What follows belongs to an exercise in optimizing a design on an open flow for small area, a short achievable clock period and few clock cycles per item; a production flow would make more cautious choices. The RTL was checked by simulation tests, not by an equivalence proof against the original design. Power and IR drop assume default switching activity.

==> flow/design.v, too long to show whole: its modules and the start of the top module <==
// module krnl_ro_rtl_counter: 57 lines
// module krnl_ro_rtl_fifo: 43 lines
// module krnl_ro_rtl_multiply: 1611 lines
// module krnl_ro_rtl_axi_read_master: 190 lines
// module krnl_ro_rtl_axi_write_master: 190 lines
// module krnl_ro_rtl_control_s_axi: 236 lines
// module krnl_ro_rtl_int: 353 lines
// module krnl_ro_rtl: 137 lines
module krnl_ro_rtl #( 
  parameter integer  C_S_AXI_CONTROL_DATA_WIDTH = 32,
  parameter integer  C_S_AXI_CONTROL_ADDR_WIDTH = 7,
  parameter integer  C_M_AXI_GMEM_ID_WIDTH = 2,
  parameter integer  C_M_AXI_GMEM_ADDR_WIDTH = 64,
  parameter integer  C_M_AXI_GMEM_DATA_WIDTH = 32
)
(
  input  wire  ap_clk,
  input  wire  ap_rst_n,
  output wire                                 m_axi_gmem_AWVALID,
  input  wire                                 m_axi_gmem_AWREADY,
  output wire [C_M_AXI_GMEM_ADDR_WIDTH-1:0]   m_axi_gmem_AWADDR,
  output wire [C_M_AXI_GMEM_ID_WIDTH - 1:0]   m_axi_gmem_AWID,
  output wire [7:0]                           m_axi_gmem_AWLEN,
  output wire [2:0]                           m_axi_gmem_AWSIZE,
  output wire [1:0]                           m_axi_gmem_AWBURST,
  output wire [1:0]                           m_axi_gmem_AWLOCK,
  output wire [3:0]                           m_axi_gmem_AWCACHE,
  output wire [2:0]                           m_axi_gmem_AWPROT,
  output wire [3:0]                           m_axi_gmem_AWQOS,
  output wire [3:0]                           m_axi_gmem_AWREGION,
  output wire                                 m_axi_gmem_WVALID,
  input  wire                                 m_axi_gmem_WREADY,
  output wire [C_M_AXI_GMEM_DATA_WIDTH-1:0]   m_axi_gmem_WDATA,
  output wire [C_M_AXI_GMEM_DATA_WIDTH/8-1:0] m_axi_gmem_WSTRB,
  output wire                                 m_axi_gmem_WLAST,
  // ...
==> flow/flow/run.sh <==
#!/bin/bash
# The standard layout with three changes to how it is made:
# - repair_timing is asked to leave SETUP_SLACK_MARGIN ns of setup slack at
#   the design's clock period, so the layout is timed for a shorter period
#   than the one it is checked at (the SDC is the standard flow's own, unchanged);
# - every input and output port still gets a buffer, but a plain buf cell
#   that the resizer may size up, not the delay buffer buffer_ports picks;
# - clock tree synthesis clusters up to 25 sinks within 60 um per buffer
#   and adds no dummy loads, so the tree has fewer buffers.
set -euo pipefail
bash standard.sh SETUP_SLACK_MARGIN=15.5 \
  "BUFFER_PORTS_ARGS=-buffer_cell sky130_fd_sc_hd__buf_1" \
  "CTS_ARGS=-sink_clustering_enable -repair_clock_nets -dont_use_dummy_load -sink_clustering_size 25 -sink_clustering_max_diameter 60" \
  finish > flow_make.log 2>&1
==> flow/standard.sh <==
#!/bin/bash
# synth_recipe.tcl (not shown) runs the flow's synth.tcl, then flattens the netlist and writes it again
# the make line also repeats each setting of config.mk as NAME=value (left out here)
make -C /OpenROAD-flow-scripts/flow DESIGN_CONFIG=/design/flow/config.mk WORK_HOME=/design/flow/orfs CLKGATE_MAP_FILE= SYNTH_SCRIPT=/design/flow/synth_recipe.tcl "${@:-finish}"
==> flow/config.mk <==
export PLATFORM = sky130hd
export DESIGN_NAME = krnl_ro_rtl
export DESIGN_NICKNAME = krnl_ro_rtl
export VERILOG_FILES = /design/flow/design.v
export SDC_FILE = /design/flow/constraint.sdc
export NUM_CORES = 4
export LEC_CHECK = 0
export CAP_MARGIN = 30
export CORE_MARGIN = 2
export CORE_UTILIZATION = 40
export SLEW_MARGIN = 20
export TNS_END_PERCENT = 0
==> flow/constraint.sdc <==
create_clock -name core_clock -period 20.0 [get_ports {ap_clk}]
set_input_delay 4.0000 -clock core_clock [delete_from_list [all_inputs] [get_ports {ap_clk}]]
set_output_delay 4.0000 -clock core_clock [all_outputs]
set_load 0.01 [all_outputs]
==> results.yml, run 1 <==
outcome:
  status: "no timing/DRC/antenna violations"
setup_path:
  critPathTopFamily: "flip-flops"
  cp.arrival_ns: 1.45
  end_kind: "primary output"
  ff2ff_path_depth: 12
  r2r-end: "inst_krnl_ro_rtl_int.axaddr_r[55]"
  crit_type: "flop to primary output"
final_layout:
  num-nonclk-inverters: 282
  areaGrowthSynthToFinish_pct: 8.83
  final_util: 0.438
  nNetsFinal: 5736
global_route:
  grt_max_degree: 89
placement:
  dp_slack_ns: 13.93
  place_area_mm2: 0.0534
logic_synthesis:
  yosysMostFrequentCell: "dfxtp_1"
  yosys.area_share.simple: 0.126
  synth-edff-count: 299
  synth_top_area_frac: 0.244
detailed_routing:
  vias: 41600
  route.met2.wl_um: 80400
  avgViaCountPerCell: 5.94
  route.detailed.drc: 0
  drt_iter0_markers: 4886
power_and_ir_drop:
  total_power_w: 0.00640
  intPower_w: 0.00401
cts:
  numCtsBuffers: 89
  cts_tree: "done"
timing:
  timing.hold.ws_ns: 0.454
  setup_violations: 0
Testbench counts, summed over its fixed seeds: cycles 18,719, items 5,627.
==> inputs of run 2 (changes only) <==
--- a/flow/config.mk
+++ b/flow/config.mk
@@ -7,6 +7,6 @@
 export LEC_CHECK = 0
 export CAP_MARGIN = 30
 export CORE_MARGIN = 2
-export CORE_UTILIZATION = 40
+export CORE_UTILIZATION = 50
 export SLEW_MARGIN = 20
 export TNS_END_PERCENT = 0
==> run 2 against run 1 <==
Against the previous run: synthesized area is the same; wire length down 4.2%; synthesized cell count unchanged; register-to-register slack better by 0.15 ns; global-route usage increased by 5.2 points; via count is 1.3% lower; still clean on timing, DRC and antenna.
==> results.yml, run 2 <==
placement:
  dp_hpwl_um: 107000
  port_buffers: 313
  place_area_mm2: 0.0531
  dp_slack_ns: 13.96
  gp_congestion: 0.903
setup_path:
  end_kind: "primary output"
  cp.arrival_ns: 1.47
  crit_type: "flop to primary output"
  crit_buf_inv: 1
  worstPathRequired_ns: 16.00
  critPathTopFamily: "flip-flops"
  worstPathMaxFanout: 2
  cpMaxStageDelayCell: "edfxtp_1"
  path_cells: "buf_1"
  slowest_delay_ns: 0.58
  startpoint_type: "flop"
logic_synthesis:
  async_flop_share: 0
  seq_area_frac_synth: 0.419
  synth.area.top_cells: "dfxtp_1 (24%), edfxtp_1 (17%), fa_1 (7.5%)"
  synth_top_area_frac: 0.244
  netlist_area_mm2: 0.0513
  syn_inst: 5286
  synth_flop_cell: "dfxtp_1"
  yosysMostFrequentCell: "dfxtp_1"
  avgSynthCellArea_um2: 9.71
  synth_cell_type_count: 83
  synth_seq_cells: 925
  ys_warn_count: 2
  ys_top_cells_by_count: "dfxtp_1 (626), nand2_1 (549), a21oi_1 (409)"
  synth-edff-count: 299
  yosysTopAreaCell: "dfxtp_1"
power_and_ir_drop:
  p_leak_nw: 19.8
  p_per_area_mw_per_mm2: 116
  clock_power_share: 0.230
  combPwrFrac: 0.412
  pwr-share-seq: 0.358
  total_power_w: 0.00642
  intPower_w: 0.00402
  switchingPower_w: 0.00240
  switching_share: 0.374
  vdd_drop_max_uv: 102
floorplanning:
  die_w_um: 324
  fp.dieH_um: 324
  ioPinCount: 379
  rows: 117
  coreArea_mm2: 0.102
  start_util: 0.504
  fp.dieArea_mm2: 0.105
cts:
  clk_pin_slew_ns: 0.07
  numCtsBuffers: 89
  cts.sinks: 925
  clockBufferDepth: 3
  cts-root-buf: "clkbuf_16"
  htree_levels: 3
  clk_latency_ns: 0.70
  cts_tree: "done"
  cts_hold_buf: 0
global_route:
  first_global_vias: 39200
  antenna_found_initial: 7
  grt_usage: 0.314
  grt_pass1_wl_um: 253000
  grt_max_degree: 91
  grt_overflow: 0
flow_run:
  cap_viol_max_count: 0
timing:
  fin_crit_ns: 5.47
  relSlewSlack: 0.308
  worst_slack_ns: 14.53
  maxClockFrequency_mhz: 183
  rsz0062_at_grt: "true"
  slew_violations: 0
  timing_hold_violations_final: 0
  setup_violations: 0
  worst_slew_pin_slew_ns: 1.04
  fin_tns_setup_ns: 0
  period_share: 0.273
  clock_skew_ns: 0.0853
final_layout:
  nFillCells: 9203
  mostFrequentLayoutCells: "dfxtp_1 (616), nand2_1 (548), a21oi_1 (408), nand3_1 (363), a22oi_1 (343)"
  drive_gt1_frac: 0.0657
  top_register: "inst_krnl_ro_rtl_int.wq"
  largest_reg_flops: 66
  nNetsFinal: 5734
  final_common_cell: "dfxtp_1"
  areaGrowthSynthToFinish_pct: 8.18
  post-route-cell-area_mm2: 0.0555
detailed_routing:
  wl_um: 169000
  antenna_left: 0
  drt_iter0_markers: 4706
  drt_pass1_iterations: 9
  routedWlPerCell_um: 25.2
  avgViaCountPerCell: 6.12
  route.detailed.drc: 0
  vias: 41100
worst_hold_path:
  min_path_type: "flop to flop"
outcome:
  status: "no timing/DRC/antenna violations"
==> run 2: worst reg2reg max path: stages (launching register included) <==
cell and delay, ns:
dfxtp_4 0.70, buf_6 0.58, mux4_2 0.64, ha_1 0.35, a21oi_1 0.24, o21bai_1 0.16, a2111oi_1 0.67, o21ai_0 0.31
a21oi_1 0.20, buf_4 0.22, or3_1 0.49, nor4_1 0.16, xor2_1 0.17
==> run 2: path summary, 6_finish.rpt <==
kind,startpoint,to,slack [ns],cells after the start
hold reg to reg,flop,flop,0.45,2
hold / removal,flop,flop,0.45,2
setup / recovery,inst_krnl_ro_rtl_int.axaddr_r[36],m_axi_gmem_ARADDR[36],14.53,1
setup reg to reg,inst_krnl_ro_rtl_int.ax_sel[1],inst_krnl_ro_rtl_int.axaddr_r[63],14.87,12
==> run 2: cell type report <==
cell class,count,area (um^2),share of cell area
tap,1368,1710,0.0308
sequential,925,21500,0.388
inverter,282,1080,0.0195
timing repair buffer,440,2310,0.0417
multi-input combinational,3608,26600,0.480
antenna,2,5.00,0.0000901
clock buffer,89,2230,0.0401
==> run 2: cell families (layout without fill, tap and decap cells) <==
kind of cell    after synthesis  count (layout)  synth area share
mux                         242             242            0.0638
buf+inv                     811             811            0.0703
compound gates             1136            1136             0.145
simple gates               1429            1429             0.126
xor+xnor                    455             455            0.0776
other cells                   2              62          0.000146
flops                       925             925             0.419
fa+ha+maj                   286             286            0.0976
==> run 2: repair_timing <==
item	4_1_cts	5_1_grt
setup buffers	7	0
resized for setup	2	3
endpoints found under the setup margin	449	454
==> run 2: power groups by stage <==
| stage | combinational [W] | sequential (W) | clock (W) |
|---|---|---|---|
| 6_report | 0.00265 | 0.00230 | 0.00148 |
| 5_1_grt | 0.00298 | 0.00230 | 0.00157 |
| 4_1_cts | 0.00268 | 0.00230 | 0.00150 |
| 3_5_place_dp | 0.00265 | 0.00233 | 0 |
| 3_3_place_gp | 0.00261 | 0.00233 | 0 |
| 2_1_floorplan | 0.00181 | 0.00230 | 0 |
==> run 2: metal layers <==
layer	GRT usage	vias up	part of all wire
met2	0.504	2083	0.47
met1	0.414	20100	0.39
met5	0	-	0.00050
met4	0.129	12	0.044
met3	0.0636	421	0.095
li1	-	18500	-
==> run 2: stage by stage <==
stage	utilization	instances	hold WS, ns
final	0.546	6714	0.454
after CTS	0.545	6710	0.454
after detailed placement	0.522	6614	0.446
after global routing	0.546	6712	0.471
after floorplan	-	5344	0.329
after global placement	0.521	6609	0.441
==> inputs of run 3 (changes only) <==
--- a/flow/flow/run.sh
+++ b/flow/flow/run.sh
@@ -8,7 +8,7 @@
 # - clock tree synthesis clusters up to 25 sinks within 60 um per buffer
 #   and adds no dummy loads, so the tree has fewer buffers.
 set -euo pipefail
-bash standard.sh SETUP_SLACK_MARGIN=15.5 \
+bash standard.sh SETUP_SLACK_MARGIN=15 \
   "BUFFER_PORTS_ARGS=-buffer_cell sky130_fd_sc_hd__buf_1" \
   "CTS_ARGS=-sink_clustering_enable -repair_clock_nets -dont_use_dummy_load -sink_clustering_size 25 -sink_clustering_max_diameter 60" \
   finish > flow_make.log 2>&1
--- a/flow/config.mk
+++ b/flow/config.mk
@@ -7,6 +7,6 @@
 export LEC_CHECK = 0
 export CAP_MARGIN = 30
 export CORE_MARGIN = 2
-export CORE_UTILIZATION = 50
+export CORE_UTILIZATION = 40
 export SLEW_MARGIN = 20
 export TNS_END_PERCENT = 0
==> run 3 against run 2 <==
Against the previous run: first-iteration DRC count increased by 3.8%; wire length grew 4.3%; critical path type unchanged; still clean on timing, DRC and antenna; largest power group unchanged; critical endpoint is now m_axi_gmem_ARADDR[16]; clock skew rose by 0.0093 ns; sequential power is essentially flat.
==> results.yml, run 3 <==
outcome:
  status: "no timing/DRC/antenna violations"
final_layout:
  final_common_cell: "dfxtp_1"
  largest_reg_flops: 66
  nNetsFinal: 5736
  areaGrowthSynthToFinish_pct: 8.83
  top_register: "inst_krnl_ro_rtl_int.wq"
  final_util: 0.438
  mostFrequentLayoutCells: "dfxtp_1 (616), nand2_1 (548), a21oi_1 (408), nand3_1 (363), a22oi_1 (343)"
  post-route-cell-area_mm2: 0.0559
  drive_gt1_frac: 0.0664
  nFillCells: 12200
  stdcell_count: 7012
power_and_ir_drop:
  p_per_area_mw_per_mm2: 115
  vdd_drop_max_uv: 136
  p_leak_nw: 19.8
detailed_routing:
  wl_um: 177000
  antenna_left: 0
  drt_iter0_markers: 4886
  drt_pass1_iterations: 8
  vias: 41600
  avgViaCountPerCell: 5.94
  routedWlPerCell_um: 25.2
  route.detailed.drc: 0
placement:
  place_inst: 6910
  dp_hpwl_um: 114000
  place_area_mm2: 0.0534
  port_buffers: 313
  gp_congestion: 0.895
setup_path:
  crit_buf_inv: 2
  crit_type: "flop to primary output"
  critPathTopFamily: "flip-flops"
  startpoint: "inst_krnl_ro_rtl_int.axaddr_r[16]"
  rrSetupSlack_ns: 14.72
  worstPathMaxFanout: 2
  ff2ff_path_depth: 12
  startpoint_type: "flop"
  slowest_delay_ns: 0.42
  cp.arrival_ns: 1.45
  cpMaxStageDelayCell: "edfxtp_1"
  path_cells: "buf_12 > buf_1"
  worstPathRequired_ns: 16.00
  r2r-start: "inst_krnl_ro_rtl_int.ax_sel[1]"
  r2r-end: "inst_krnl_ro_rtl_int.axaddr_r[55]"
  end_kind: "primary output"
timing:
  worst_slew_pin_slew_ns: 0.983
  slew_violations: 0
  clock_skew_ns: 0.0946
  rsz0062_at_grt: "true"
  period_share: 0.273
  relSlewSlack: 0.340
  timing_hold_violations_final: 0
  fin_tns_setup_ns: 0
  fin_crit_ns: 5.45
  maxClockFrequency_mhz: 183
  setup_violations: 0
logic_synthesis:
  synth-edff-count: 299
  synth_seq_cells: 925
  async_flop_share: 0
  yosysMostFrequentCell: "dfxtp_1"
  ys_top_cells_by_count: "dfxtp_1 (626), nand2_1 (549), a21oi_1 (409)"
  ys_warn_count: 2
  synth_top_area_frac: 0.244
  yosysTopAreaCell: "dfxtp_1"
  netlist_area_mm2: 0.0513
  avgSynthCellArea_um2: 9.71
  seq_area_frac_synth: 0.419
  synth.area.top_cells: "dfxtp_1 (24%), edfxtp_1 (17%), fa_1 (7.5%)"
  synth_cell_type_count: 83
  synth_flop_cell: "dfxtp_1"
  syn_inst: 5286
global_route:
  grt_usage: 0.262
  grt_overflow: 0
  grt_pass1_wl_um: 258000
  antenna_found_initial: 10
  grt_max_degree: 89
  first_global_vias: 39500
floorplanning:
  start_util: 0.402
  rows: 131
  ioPinCount: 379
  coreArea_mm2: 0.128
  fp.dieArea_mm2: 0.131
  fp.dieH_um: 362
  die_w_um: 362
cts:
  htree_levels: 3
  clk_latency_ns: 0.74
  clk_pin_slew_ns: 0.07
  numCtsBuffers: 89
  clockBufferDepth: 3
  cts-root-buf: "clkbuf_16"
  cts_hold_buf: 0
  cts_tree: "done"
  cts.sinks: 925
worst_hold_path:
  min_path_type: "flop to flop"
  whs_path_depth: 2
flow_run:
  cap_viol_max_count: 0
run 3: worst max path at each step:
stage	depth (start not counted)	end
6_report	2	m_axi_gmem_ARADDR[16]
3_3_place_gp	6	inst_krnl_ro_rtl_int.ax_off[3]
4_1_cts	1	m_axi_gmem_AWADDR[42]
2_1_floorplan	7	inst_krnl_ro_rtl_int.ax_off[11]
5_1_grt	2	m_axi_gmem_ARADDR[21]
3_5_place_dp	6	inst_krnl_ro_rtl_int.ax_off[3]
run 3: final cells by class:
class                   instances  area (um^2)  share of cell area
well taps                    1662         2080              0.0372
diodes                          4         10.0            0.000179
inverters                     282         1070              0.0192
clock buffers                  89         2230              0.0399
flip-flops and latches        925        21500               0.385
repair buffers                442         2330              0.0417
multi-input cells            3608        26600               0.476
run 3: repair_timing:
item	in CTS	in global routing
setup endpoints to repair	269	332
resized for setup	7	10
pin swaps	0	0
setup buffers	4	5
hold endpoints to repair	0	0
run 3: metrics by stage:
| step | worst slack (ns) | hold WS (ns) | power (W) |
|---|---|---|---|
| after floorplan | 14.46 | 0.329 | 0.00410 |
| after global placement | 14.00 | 0.442 | 0.00491 |
| after detailed placement | 13.93 | 0.446 | 0.00497 |
| after CTS | 14.50 | 0.454 | 0.00646 |
| after global routing | 14.50 | 0.474 | 0.00685 |
| final | 14.55 | 0.454 | 0.00640 |
run 3: routing by layer:
metal / routed length [um] / track usage
met5: 46 / 0
met4: 8390 / 0.121
met3: 18300 / 0.0599
met2: 80400 / 0.415
met1: 69600 / 0.339
run 3: report_power, final:
group | switching (W) | internal, W
clock | 0.000707 | 0.000776
combinational | 0.00161 | 0.00101
sequential | 0.0000733 | 0.00222
run 3: cells by family (layout without fill, tap and decap cells):
group	Yosys count	count (layout)	share of synthesized area
AND/OR/NAND/NOR	1429	1429	0.126
AO/OA/AOI/OAI	1136	1136	0.145
flip-flops	925	925	0.419
buffers and inverters	811	813	0.0703
XOR/XNOR	455	455	0.0776
adder cells (fa/ha/maj)	286	286	0.0976
multiplexers	242	242	0.0638
other	2	64	0.000146
run 3: worst register-to-register path: stages (launching register included):
cell,delay (ns)
dfxtp_4,0.46
buf_6,0.47
buf_6,0.49
mux4_2,0.65
ha_1,0.35
o21ai_0,0.11
a21oi_1,0.19
nand2_1,0.07
o21ai_0,0.43
a21o_1,0.50
nand4_1,0.53
nor3_1,0.37
xor2_1,0.41
==> inputs of run 4 (changes only) <==
==> flow/flow/run.sh (replaced) <==
#!/bin/bash
# The standard layout with three changes to how it is made:
# - repair_timing is asked to leave SETUP_SLACK_MARGIN ns of setup slack at
#   the design's clock period, so the layout is timed for a shorter period
#   than the one it is checked at (the SDC is the standard flow's own, unchanged);
# - every input and output port still gets a buffer, but a plain buf cell
#   that the resizer may size up, not the delay buffer buffer_ports picks;
# - clock tree synthesis clusters up to 30 sinks within 75 um per buffer
#   and adds no dummy loads, so the tree has fewer buffers.
set -euo pipefail
bash standard.sh SETUP_SLACK_MARGIN=15.5 \
  "BUFFER_PORTS_ARGS=-buffer_cell sky130_fd_sc_hd__buf_1" \
  "CTS_ARGS=-sink_clustering_enable -repair_clock_nets -dont_use_dummy_load -sink_clustering_size 30 -sink_clustering_max_diameter 75" \
  finish > flow_make.log 2>&1
==> run 4 against run 3 <==
Against the previous run: clock power decreased by 23%; core utilization down 0.73 points; via count shrank 0.56%; worst hold slack gained 0.0035 ns; sequential share of layout area increased by 0.65 points; clock skew rose by 0.023 ns; largest cell class unchanged; synthesized area stayed put; count of clock-buffer cells in the layout down 33.
==> results.yml, run 4 <==
logic_synthesis:
  ys_top_cells_by_count: "dfxtp_1 (626), nand2_1 (549), a21oi_1 (409)"
  synth_top_area_frac: 0.244
  synth_flop_cell: "dfxtp_1"
  seq_area_frac_synth: 0.419
  async_flop_share: 0
  synth-edff-count: 299
  syn_inst: 5286
  synth_seq_cells: 925
  synth.area.top_cells: "dfxtp_1 (24%), edfxtp_1 (17%), fa_1 (7.5%)"
  netlist_area_mm2: 0.0513
  synth_cell_type_count: 83
  ys_warn_count: 2
  avgSynthCellArea_um2: 9.71
  yosysTopAreaCell: "dfxtp_1"
  yosysMostFrequentCell: "dfxtp_1"
timing:
  period_share: 0.275
  fin_tns_setup_ns: 0
  slew_violations: 0
  rsz0062_at_grt: "true"
  timing.hold.ws_ns: 0.458
  timing_hold_violations_final: 0
  fin_crit_ns: 5.50
  setup_violations: 0
  maxClockFrequency_mhz: 182
  worst_slack_ns: 14.50
  relSlewSlack: 0.336
  clock_skew_ns: 0.118
  worst_slew_pin_slew_ns: 0.995
power_and_ir_drop:
  vdd_drop_max_uv: 132
  p_leak_nw: 19.3
  p_per_area_mw_per_mm2: 110
placement:
  gp_congestion: 0.895
  port_buffers: 313
  place_area_mm2: 0.0534
  dp_hpwl_um: 114000
  dp_slack_ns: 13.93
final_layout:
  mostFrequentLayoutCells: "dfxtp_1 (616), nand2_1 (548), a21oi_1 (408), nand3_1 (363), a22oi_1 (343)"
  final_common_cell: "dfxtp_1"
  areaGrowthSynthToFinish_pct: 7.02
  post-route-cell-area_mm2: 0.0549
  top_register: "inst_krnl_ro_rtl_int.wq"
  nNetsFinal: 5697
  drive_gt1_frac: 0.0592
  largest_reg_flops: 66
cts:
  cts.sinks: 925
  clk_latency_ns: 0.75
  cts_hold_buf: 0
  cts-root-buf: "clkbuf_16"
  clockBufferDepth: 3
  htree_levels: 2
  numCtsBuffers: 56
  clk_pin_slew_ns: 0.11
  cts_tree: "done"
detailed_routing:
  wl_um: 176000
  antenna_left: 0
  drt_iter0_markers: 4860
  routedWlPerCell_um: 25.2
  drt_pass1_iterations: 9
  vias: 41400
  avgViaCountPerCell: 5.94
  route.detailed.drc: 0
setup_path:
  ff2ff_path_depth: 15
  cp.arrival_ns: 1.50
  cpMaxStageDelayCell: "edfxtp_1"
  slowest_delay_ns: 0.56
  crit_buf_inv: 1
  startpoint_type: "flop"
  critPathTopFamily: "flip-flops"
  cp.depth: 1
  rrSetupSlack_ns: 14.75
  path_cells: "clkbuf_2"
  end_kind: "primary output"
  startpoint: "inst_krnl_ro_rtl_int.axaddr_r[39]"
  worstPathRequired_ns: 16.00
  r2r-end: "inst_krnl_ro_rtl_int.m_s[31]"
  endpoint: "m_axi_gmem_AWADDR[39]"
  crit_type: "flop to primary output"
  worstPathMaxFanout: 2
  r2r-start: "inst_krnl_ro_rtl_int.slot0[13]"
global_route:
  grt_pass1_wl_um: 256000
  grt_max_degree: 89
  first_global_vias: 39300
  grt_use_met1: 0.337
  use_met2: 0.415
  grtUsageMet3: 0.0585
  grt_usage: 0.259
  grt_overflow: 0
  top_usage_layer: "met2"
  antenna_found_initial: 12
worst_hold_path:
  whs_path_depth: 2
  min_path_type: "flop to flop"
flow_run:
  cap_viol_max_count: 0
floorplanning:
  rows: 131
  die_w_um: 362
  coreArea_mm2: 0.128
  ioPinCount: 379
  fp.dieArea_mm2: 0.131
  fp.dieH_um: 362
  start_util: 0.402
outcome:
  status: "no timing/DRC/antenna violations"
run 4: report_power, final:
group,switching [W],internal [W],leakage (nW)
clock,0.000642,0.000494,0.690
combinational,0.00161,0.00101,10.7
sequential,0.0000737,0.00222,7.99
run 4: final cells by class:
cell class / count / area [um^2]
diodes: 3 / 7.51
clock buffers: 56 / 1400
fillers: 12300 / 72600
inverters: 282 / 1070
multi-input cells: 3608 / 26600
flip-flops and latches: 925 / 21500
well taps: 1662 / 2080
repair buffers: 436 / 2230
run 4: per-stage QoR:
stage | cells | power [W] | utilization
floorplan | 5344 | 0.00410 | -
global placement | 6905 | 0.00491 | 0.418
detailed placement | 6910 | 0.00497 | 0.419
CTS | 6969 | 0.00610 | 0.431
global route | 6969 | 0.00649 | 0.431
finish | 6972 | 0.00605 | 0.431
run 4: what timing repair did:
item                                    CTS  global route
endpoints found under the setup margin  441           458
gates resized for setup                   7             4
setup buffers                             3             0
run 4: how the worst min path moves through the flow:
stage                             startpoint                     endpoint  slack, ns
2_1_floorplan  inst_krnl_ro_rtl_int.r_neg[0]  inst_krnl_ro_rtl_int.m_c[0]       0.33
3_3_place_gp                            flop                         flop       0.44
3_5_place_dp                            flop                         flop       0.45
4_1_cts                                 flop                         flop       0.46
5_1_grt             inst_krnl_ro_rtl_int.r_y     inst_krnl_ro_rtl_int.m_y       0.47
6_report                                flop                         flop       0.46
run 4: worst register-to-register path: stages (launching register included):
cell      delay [ns]
edfxtp_1        1.01
a22oi_1         0.19
xor2_1          0.20
fa_1            0.58
fa_1            0.49
fa_1            0.55
inv_1           0.05
fa_1            0.56
inv_1           0.07
fa_1            0.43
xor2_1          0.17
xnor2_1         0.20
xnor2_1         0.15
xnor2_1         0.15
xnor2_1         0.15
xnor2_1         0.16
run 4: routing by layer:
| layer | part of all wire | vias to the layer above |
|---|---|---|
| li1 | - | 18400 |
| met1 | 0.40 | 20400 |
| met2 | 0.46 | 2180 |
| met3 | 0.10 | 473 |
| met4 | 0.042 | 14 |
| met5 | 0.00054 | - |
run 4: cell families (layout without fill, tap and decap cells):
| logic type | Yosys count | after routing | synth area share |
|---|---|---|---|
| AND/OR/NAND/NOR | 1429 | 1429 | 0.126 |
| AO/OA/AOI/OAI | 1136 | 1136 | 0.145 |
| flip-flops | 925 | 925 | 0.419 |
| buffers and inverters | 811 | 774 | 0.0703 |
| XOR/XNOR | 455 | 455 | 0.0776 |
| adder cells (fa/ha/maj) | 286 | 286 | 0.0976 |
| multiplexers | 242 | 242 | 0.0638 |
| other | 2 | 63 | 0.000146 |

## what the ideal ports hide
No port has a modelled driver above. Below, the same layouts with a new extraction and two added sets of constraints.
Step 1 (the two cells are an assumption about what drives the block):
set clk [get_ports {ap_clk}]
set_driving_cell -lib_cell sky130_fd_sc_hd__clkbuf_16 $clk
set_driving_cell -lib_cell sky130_fd_sc_hd__buf_2 [delete_from_list [all_inputs] $clk]
Step 2 adds t to the input delays and takes it off the output delays; t is the mean of the earliest and latest rising clock arrival at the registers after step 1. Input paths then give back, and output paths get back, about the clock's delay inside the block.
Three values: ideal, step 1, step 2; two values: the first two.
| run | t, ns | setup WS [ns] | clock arrival spread, ns | worst register clock-pin slew, ns |
|---|---|---|---|---|
| run 1 | 0.766 | 14.547 / 14.476 / 13.939 | 0.099 / 0.099 | 0.09 / 0.09 |
| run 2 | 0.733 | 14.534 / 14.461 / 14.073 | 0.090 / 0.091 | 0.10 / 0.10 |
| run 3 | 0.766 | 14.547 / 14.476 / 13.939 | 0.099 / 0.099 | 0.09 / 0.09 |
| run 4 | 0.758 | 14.497 / 14.427 / 13.943 | 0.120 / 0.120 | 0.12 / 0.12 |
After both steps every run listed still meets setup and hold.
